What follows belongs to an exercise in optimizing a design on an open flow for small area and a short achievable clock period; a production flow would make more cautious choices. Only simulation tests tie the RTL to the original design; equivalence was not proved. No activity file was given, so power comes from the tool's default toggle rates.

==> inputs of v7 <==
==> flow/design.v <==
module MUX16to1(
input [15:0] select,
input [32*15-1:0] regs,
input [31:0] r15,
output reg [31:0] mux_out
);
integer k;
always @* begin
  mux_out = r15 & {32{select[15]}};
  for (k = 0; k < 15; k = k + 1)
    mux_out = mux_out | (regs[32*k +: 32] & {32{select[k]}});
end
endmodule
module ADDER_FOUR(
input [31:0] base,
input [7:0] offset,
output [31:0] addr
);
assign addr = base + {24'd0, offset};
endmodule
module ALU(
input [31:0] A,
input [31:0] B,
input sub,
input is_and,
input is_orr,
output [31:0] F,
output Z
);
wire [31:0] sum = A + (B ^ {32{sub}}) + {31'd0, sub};
assign F = is_and ? (A & B) : is_orr ? (A | B) : sum;
ALU_DECODER zero(F, Z);
endmodule
module SHIFTER(
input [31:0] data_in,
input [7:0] amount,
input is_lsr,
output [31:0] shifter_output
);
wire [4:0] n = amount[4:0];
wire [4:0] ra = is_lsr ? (5'd0 - n) : n;
wire [63:0] rot2 = {data_in, data_in} << ra;
wire [31:0] rot = rot2[63:32];
reg [31:0] keep;
integer j;
always @* begin
  for (j = 0; j < 32; j = j + 1)
    keep[j] = (amount[7:5] == 3'd0) & (is_lsr ? ({1'b0, n} + j <= 31) : (j >= n));
end
assign shifter_output = rot & keep;
endmodule
module ALU_DECODER(
input [31:0] value,
output is_zero
);
assign is_zero = (value == 32'd0);
endmodule
module Single_Cycle_CPU(
input clock,
input reset,
output [31:0] pc,
input [31:0] instr,
output [31:0] dmem_addr,
output [31:0] dmem_wdata,
output dmem_we,
input [31:0] dmem_rdata
);
wire [3:0] cond = instr[31:28];
wire [1:0] op   = instr[27:26];
wire       I    = instr[25];
wire [3:0] cmd  = instr[24:21];
wire       S    = instr[20];
wire [3:0] rn   = instr[19:16];
wire [3:0] rd   = instr[15:12];
wire [3:0] rm   = instr[3:0];
wire [7:0] imm8 = instr[7:0];
reg [31:2] pcr;
reg z;
wire [32*15-1:0] rf;
assign pc = {pcr, 2'b00};
wire [31:0] pc8 = {pcr[31:3] + 29'd1, pcr[2], 2'b00};
wire dp     = (op == 2'b00);
wire mem    = (op == 2'b01);
wire is_add = dp & ~I & (cmd == 4'b0100);
wire is_sub = dp & ~I & (cmd == 4'b0010);
wire is_and = dp & ~I & (cmd == 4'b0000);
wire is_orr = dp & ~I & (cmd == 4'b1100);
wire is_cmp = dp & ~I & (cmd == 4'b1010);
wire is_lsr = dp &  I & (cmd == 4'b0001);
wire is_lsl = dp &  I & (cmd == 4'b0011);
wire is_ldr = mem & ~I &  S;
wire is_str = mem & ~I & ~S;
wire cond_ok = (cond == 4'b1110) | ((cond == 4'b0000) & z);
wire [3:0] ra2 = op[0] ? rd : rm;
wire [31:0] rd1, rd2;
wire [15:0] sel1 = 16'd1 << rn;
wire [15:0] sel2 = 16'd1 << ra2;
MUX16to1 read1(sel1, rf, pc8, rd1);
MUX16to1 read2(sel2, rf, pc8, rd2);
wire [31:0] alu;
wire alu_z;
ALU alu0(rd1, rd2, is_sub | is_cmp, is_and, is_orr, alu, alu_z);
wire [31:0] shres;
SHIFTER shift0(rd1, imm8, is_lsr, shres);
wire [31:0] result = is_ldr ? dmem_rdata : (is_lsr | is_lsl) ? shres : alu;
genvar g;
wire wr = cond_ok & (is_add | is_sub | is_and | is_orr | is_lsr | is_lsl | is_ldr);
wire [31:0] wdata = result & {32{~reset}};
generate
  for (g = 0; g < 15; g = g + 1) begin : regs
    reg [31:0] q;
    always @(posedge clock)
      if (reset | (wr & (rd == g))) q <= wdata;
    assign rf[32*g +: 32] = q;
  end
endgenerate
wire zw = cond_ok & ((S & (is_add | is_sub | is_and | is_orr)) | is_cmp);
always @(posedge clock) begin
  if (reset) begin
    pcr <= 30'd0;
    z <= 1'b0;
  end else begin
    pcr <= pcr + 30'd1;
    if (zw) z <= alu_z;
  end
end
ADDER_FOUR agu(rd1, imm8, dmem_addr);
assign dmem_wdata = rd2;
assign dmem_we    = cond_ok & is_str;
endmodule
==> flow/flow/run.sh <==
#!/bin/bash
set -euo pipefail
bash standard.sh \
  'BUFFER_PORTS_ARGS=-buffer_cell sky130_fd_sc_hd__buf_2' \
  SETUP_SLACK_MARGIN=5.45 \
  finish > standard_flow.log 2>&1
==> flow/standard.sh <==
#!/bin/bash
# synth_recipe.tcl (not shown) runs the flow's synth.tcl, then flattens the netlist and writes it again
# the make line also repeats each setting of config.mk as NAME=value (left out here)
make -C /OpenROAD-flow-scripts/flow DESIGN_CONFIG=/design/flow/config.mk WORK_HOME=/design/flow/orfs CLKGATE_MAP_FILE= SYNTH_SCRIPT=/design/flow/synth_recipe.tcl "${@:-finish}"
==> flow/config.mk <==
export PLATFORM = sky130hd
export DESIGN_NAME = Single_Cycle_CPU
export DESIGN_NICKNAME = Single_Cycle_CPU
export VERILOG_FILES = /design/flow/design.v
export SDC_FILE = /design/flow/constraint.sdc
export NUM_CORES = 4
export LEC_CHECK = 0
export CAP_MARGIN = 20
export CORE_MARGIN = 2
export CORE_UTILIZATION = 60
export CTS_BUF_LIST = sky130_fd_sc_hd__clkbuf_16
export CTS_CLUSTER_DIAMETER = 80
export CTS_CLUSTER_SIZE = 24
export SLEW_MARGIN = 20
export SYNTH_HIERARCHICAL = 1
==> flow/constraint.sdc <==
create_clock -name core_clock -period 14.0 [get_ports {clock}]
set_input_delay 2.8000 -clock core_clock [delete_from_list [all_inputs] [get_ports {clock}]]
set_output_delay 2.8000 -clock core_clock [all_outputs]
set_load 0.01 [all_outputs]
==> v32 (differences from v7) <==
--- a/flow/design.v
+++ b/flow/design.v
@@ -1,13 +1,9 @@
 module MUX16to1(
-input [15:0] select,
+input [3:0] select,
 input [32*15-1:0] regs,
 input [31:0] r15,
-output reg [31:0] mux_out
+output [31:0] mux_out
 );
-integer k;
-always @* begin
-  mux_out = r15 & {32{select[15]}};
-  for (k = 0; k < 15; k = k + 1)
-    mux_out = mux_out | (regs[32*k +: 32] & {32{select[k]}});
-end
+wire [32*16-1:0] all = {r15, regs};
+assign mux_out = all[32*select +: 32];
 endmodule
@@ -31,3 +27,3 @@
 assign F = is_and ? (A & B) : is_orr ? (A | B) : sum;
-ALU_DECODER zero(F, Z);
+assign Z = (F == 32'd0);
 endmodule
@@ -50,8 +46,2 @@
 assign shifter_output = rot & keep;
-endmodule
-module ALU_DECODER(
-input [31:0] value,
-output is_zero
-);
-assign is_zero = (value == 32'd0);
 endmodule
@@ -95,6 +85,4 @@
 wire [31:0] rd1, rd2;
-wire [15:0] sel1 = 16'd1 << rn;
-wire [15:0] sel2 = 16'd1 << ra2;
-MUX16to1 read1(sel1, rf, pc8, rd1);
-MUX16to1 read2(sel2, rf, pc8, rd2);
+MUX16to1 read1(rn, rf, pc8, rd1);
+MUX16to1 read2(ra2, rf, pc8, rd2);
 wire [31:0] alu;
==> flow/run.sh (new file) <==
#!/bin/bash
# synth_recipe.tcl (not shown) runs the flow's synth.tcl, then flattens the netlist and writes it again
# the make line also repeats each setting of config.mk as NAME=value (left out here)
make -C /OpenROAD-flow-scripts/flow DESIGN_CONFIG=/design/flow/config.mk WORK_HOME=/design/flow/orfs CLKGATE_MAP_FILE= SYNTH_SCRIPT=/design/flow/synth_recipe.tcl finish
CORE_UTILIZATION = 50   (was 60)
CTS_BUF_LIST = not set   (was sky130_fd_sc_hd__clkbuf_16)
CTS_CLUSTER_DIAMETER = not set   (was 80)
CTS_CLUSTER_SIZE = not set   (was 24)
SETUP_SLACK_MARGIN = 5   (was not set)
removed: flow/flow/run.sh
removed: flow/standard.sh
==> v37 (differences from v7) <==
--- a/flow/design.v
+++ b/flow/design.v
@@ -31,3 +31,3 @@
 assign F = is_and ? (A & B) : is_orr ? (A | B) : sum;
-ALU_DECODER zero(F, Z);
+assign Z = (F == 32'd0);
 endmodule
@@ -50,8 +50,2 @@
 assign shifter_output = rot & keep;
-endmodule
-module ALU_DECODER(
-input [31:0] value,
-output is_zero
-);
-assign is_zero = (value == 32'd0);
 endmodule
==> flow/flow/run.sh (replaced) <==
#!/bin/bash
set -euo pipefail
bash standard.sh \
  'BUFFER_PORTS_ARGS=-buffer_cell sky130_fd_sc_hd__buf_2' \
  finish > standard_flow.log 2>&1
CORE_UTILIZATION = 50   (was 60)
CTS_BUF_LIST = sky130_fd_sc_hd__clkbuf_8   (was sky130_fd_sc_hd__clkbuf_16)
CTS_CLUSTER_DIAMETER = not set   (was 80)
CTS_CLUSTER_SIZE = 20   (was 24)
SETUP_SLACK_MARGIN = 5   (was not set)
==> summary of the runs <==
- The lowest clock skew belongs to v37, the highest to v7.
- Of v7 and v32, v32 has the higher total power (gap 18%, measured against v32).
- The lowest clock power belongs to v7, the highest to v32.
- First-iteration DRC count: v7 > v37 > v32.
- In v32 the final area is higher than in v37, by about 7%.
- Worst hold slack: v7 < v37 < v32.
- Against v7, the global-route usage of v32 is lower by 9.2 points.
- Flip-flop and latch count is the same in v37 and v32.

==> what the ideal ports hide <==
No port has a modelled driver above. Below, the same layouts with a new extraction and two added sets of constraints.
Step 1, drivers: a clkbuf_16 drives clock and a buf_2 each remaining input, both assumed.
Step 2 adds t to the input delays and takes it off the output delays; t is the mean of the earliest and latest rising clock arrival at the registers after step 1. Input paths then give back, and output paths get back, about the clock's delay inside the block.
a / b / c = ideal ports / drivers / drivers and shift; a / b = the first two.
run | t, ns | slack for setup (ns) | latest minus earliest clock arrival (ns)
v7 | 0.657 | 5.295 / 5.337 / 4.680 | 0.039 / 0.038
v32 | 0.627 | 5.051 / 4.864 / 4.541 | 0.034 / 0.035
v37 | 0.752 | 5.020 / 4.992 / 4.398 | 0.029 / 0.029
After both steps every run listed still meets setup and hold. For v37, which loses most, drivers alone change the setup slack by -0.028 ns; drivers and shift together by -0.622 ns.
